This is an optimization exercise on Yosys and OpenROAD, whose aim is small area, not a production implementation. Where RTL was checked, it was by simulation tests only, not by an equivalence proof against the original. Power is estimated from default activity; no workload was simulated.

==> flow/design.v (excerpt) <==
module trader_core(
    input logic rst,
    input logic clk,
    input logic [167:0] msg,
    output logic signal,
    output logic [31:0] balance,
    output logic cclr_neg,
    output logic clk_out,
    output logic [3:0] num,
    output logic msg_enable,
    output logic msg_type
);
Size in the first run: about 210 I/O pins, ~18000 um^2 of cells after synthesis.
==> flow/config.mk <==
export PLATFORM = sky130hd
export DESIGN_NAME = trader_core
export DESIGN_NICKNAME = trader_core
export VERILOG_FILES = /design/flow/design.v
export SDC_FILE = /design/flow/constraint.sdc
export NUM_CORES = 4
export LEC_CHECK = 0
export ABC_AREA = 1
export ABC_CLOCK_PERIOD_IN_PS = 100000
export CAP_MARGIN = 0
export CORE_MARGIN = 2
export CORE_UTILIZATION = 40
export SLEW_MARGIN = 0
==> flow/constraint.sdc <==
create_clock -name core_clock -period 12.0 [get_ports {clk}]
set_input_delay 2.4000 -clock core_clock [delete_from_list [all_inputs] [get_ports {clk}]]
set_output_delay 2.4000 -clock core_clock [all_outputs]
set_load 0.01 [all_outputs]
standard.sh (not shown) runs the stock make flow with config.mk's settings and CLKGATE_MAP_FILE= SYNTH_SCRIPT=/design/flow/synth_recipe.tcl, a recipe that flattens the netlist after the stock synthesis.
==> flow/flow/run.sh <==
#!/bin/bash
# Own flow: the standard synthesis, then an area re-mapping of its logic
# (full-adder polarity clean-up, then ABC with an area script), then the standard flow's
# standard layout from that netlist. Each tool writes its own log here.
set -euo pipefail
W=$(pwd)
R=$W/orfs/results/$FLOW_PLATFORM/trader_core/base
YOSYS=$FLOW_HOME/../tools/install/yosys/bin/yosys
[[ -x $YOSYS ]] || YOSYS=$(command -v yosys)
LIB=$FLOW_HOME/platforms/sky130hd/lib/sky130_fd_sc_hd__tt_025C_1v80.lib
DONTUSE=$(grep -o 'sky130_fd_sc_hd__[a-z0-9_]*' flow/dont_use.txt | sed 's/^/-dont_use /' | tr '\n' ' ')

bash standard.sh synth > synth_standard.log 2>&1
cp "$R/1_2_yosys.v" standard.v
python3 flow/fapol.py standard.v fapol.v > fapol.log 2>&1
sed -e "s|@LIB@|$LIB|g" -e "s|@DONTUSE@|$DONTUSE|g" flow/remap.ys > remap_run.ys
"$YOSYS" -l remap.log -q -s remap_run.ys > /dev/null 2>&1
cp remap.v "$R/1_2_yosys.v"
rm -f "$R/1_synth.odb" "$R/1_synth.sdc"
# Port buffers: the smallest buffer instead of the clkdlybuf4s50_1 buffer_ports picks.
export BUFFER_PORTS_ARGS="-buffer_cell sky130_fd_sc_hd__buf_1"
# Clock tree: smaller buffers and no dummy loads.
export CTS_ARGS="-sink_clustering_enable -repair_clock_nets -buf_list sky130_fd_sc_hd__clkbuf_8 -dont_use_dummy_load"
bash standard.sh finish > layout.log 2>&1
Other scripts of this flow, unchanged in this note and not shown: flow/flow/area.abc, flow/flow/dont_use.txt, flow/flow/fapol.py, flow/flow/remap.ys
Change:
--- a/flow/config.mk
+++ b/flow/config.mk
@@ -9,5 +9,5 @@
 export ABC_CLOCK_PERIOD_IN_PS = 100000
-export CAP_MARGIN = 0
+export CAP_MARGIN = 20
 export CORE_MARGIN = 2
 export CORE_UTILIZATION = 40
-export SLEW_MARGIN = 0
+export SLEW_MARGIN = 20
Result: Combinational power is about the same. Routed wire length went down slightly. Fmax hardly moves.
No functional check of the RTL was part of any run of this note.

========
Another version of the RTL of trader_core (not shown whole).
Size: ~2200 cells after synthesis, about 210 I/O pins, ~18000 µm² of cells after synthesis.
Design trader_core, start of the top module:
module trader_core(
    input logic rst,
    input logic clk,
    input logic [167:0] msg,
    output logic signal,
    output logic [31:0] balance,
    output logic cclr_neg,
    output logic clk_out,
    output logic [3:0] num,
    output logic msg_enable,
    output logic msg_type
);
==> flow/config.mk <==
export PLATFORM = sky130hd
export DESIGN_NAME = trader_core
export DESIGN_NICKNAME = trader_core
export VERILOG_FILES = /design/flow/design.v
export SDC_FILE = /design/flow/constraint.sdc
export NUM_CORES = 4
export LEC_CHECK = 0
export ABC_AREA = 1
export ABC_CLOCK_PERIOD_IN_PS = 100000
export CAP_MARGIN = 20
export CORE_MARGIN = 2
export CORE_UTILIZATION = 65
export GPL_TIMING_DRIVEN = 0
export SLEW_MARGIN = 20
==> flow/constraint.sdc <==
create_clock -name core_clock -period 12.0 [get_ports {clk}]
set_input_delay 2.4000 -clock core_clock [delete_from_list [all_inputs] [get_ports {clk}]]
set_output_delay 2.4000 -clock core_clock [all_outputs]
set_load 0.01 [all_outputs]
==> flow/flow/area.abc <==
strash
dch -f
amap
topo
Scripts as last shown in full above: flow/flow/run.sh
Other scripts of this flow, unchanged in this note and not shown: flow/flow/dont_use.txt, flow/flow/fapol.py, flow/flow/remap.ys
Rerun with:
--- a/flow/flow/run.sh
+++ b/flow/flow/run.sh
@@ -22,3 +22,3 @@
 # Clock tree: smaller buffers and no dummy loads.
-export CTS_ARGS="-sink_clustering_enable -repair_clock_nets -buf_list sky130_fd_sc_hd__clkbuf_8 -dont_use_dummy_load"
+export CTS_ARGS="-sink_clustering_enable -repair_clock_nets -buf_list sky130_fd_sc_hd__clkbuf_8 -sink_clustering_max_diameter 60 -dont_use_dummy_load"
 bash standard.sh finish > layout.log 2>&1
==> flow/flow/area.abc (replaced) <==
strash
dc2
dch -f
amap
topo
Settings changed: CORE_UTILIZATION 65 to 40, GPL_TIMING_DRIVEN 0 to not set.
Effect: Register-to-register slack improves by 0.11 ns. Power rose by 10%. Wire length is higher by 6.2%. Non-clock buffer count came out higher by 52.
Rerun with:
--- a/flow/flow/run.sh
+++ b/flow/flow/run.sh
@@ -22,3 +22,3 @@
 # Clock tree: smaller buffers and no dummy loads.
-export CTS_ARGS="-sink_clustering_enable -repair_clock_nets -buf_list sky130_fd_sc_hd__clkbuf_8 -sink_clustering_max_diameter 60 -dont_use_dummy_load"
+export CTS_ARGS="-sink_clustering_enable -repair_clock_nets -buf_list sky130_fd_sc_hd__clkbuf_8 -dont_use_dummy_load"
 bash standard.sh finish > layout.log 2>&1
==> flow/flow/area.abc (replaced) <==
strash
dch -f
amap
topo
The new run completed without violations.
Clock power hardly moves.
Non-clock buffer count is higher by 3.
Total power decreases by 6.4%.

==> port drivers added, routing unchanged <==
In the flow no input, the clock included, has a driving cell. The finished layouts below were timed again as built, in two steps.
Step 1 (the two cells are an assumption about what drives the block):
set clk [get_ports {clk}]
set_driving_cell -lib_cell sky130_fd_sc_hd__clkbuf_16 $clk
set_driving_cell -lib_cell sky130_fd_sc_hd__buf_2 [delete_from_list [all_inputs] $clk]
Step 2 times the ports against the registers' clock, not the clock port: input delays grow and output delays shrink by t, the midpoint of the rising clock arrivals with the driver on.
a / b / c = ideal / step 1 / step 2; a / b = the first two.
| run | shift t [ns] | setup WS [ns] | worst hold slack (ns) | latest minus earliest clock arrival (ns) |
|---|---|---|---|---|
| the first run of note 1 | 0.587 | 1.010 / 1.044 / 0.458 | 0.320 / 0.320 / 0.320 | 0.035 / 0.035 |
| the second run of note 1 | 0.593 | 0.985 / 1.015 / 0.422 | 0.326 / 0.326 / 0.326 | 0.031 / 0.032 |
| the first run of note 2 | 0.550 | 0.633 / 0.651 / 0.101 | 0.321 / 0.321 / 0.321 | 0.042 / 0.042 |
| the second run of note 2 | 0.583 | 1.001 / 1.032 / 0.450 | 0.319 / 0.319 / 0.319 | 0.035 / 0.035 |
| the third run of note 2 | 0.518 | 0.815 / 0.838 / 0.320 | 0.313 / 0.313 / 0.313 | 0.031 / 0.031 |
After both steps every run listed still meets setup and hold. The setup slack of the second run of note 1, which loses most, moves by +0.030 ns with the drivers and by -0.563 ns with both steps.
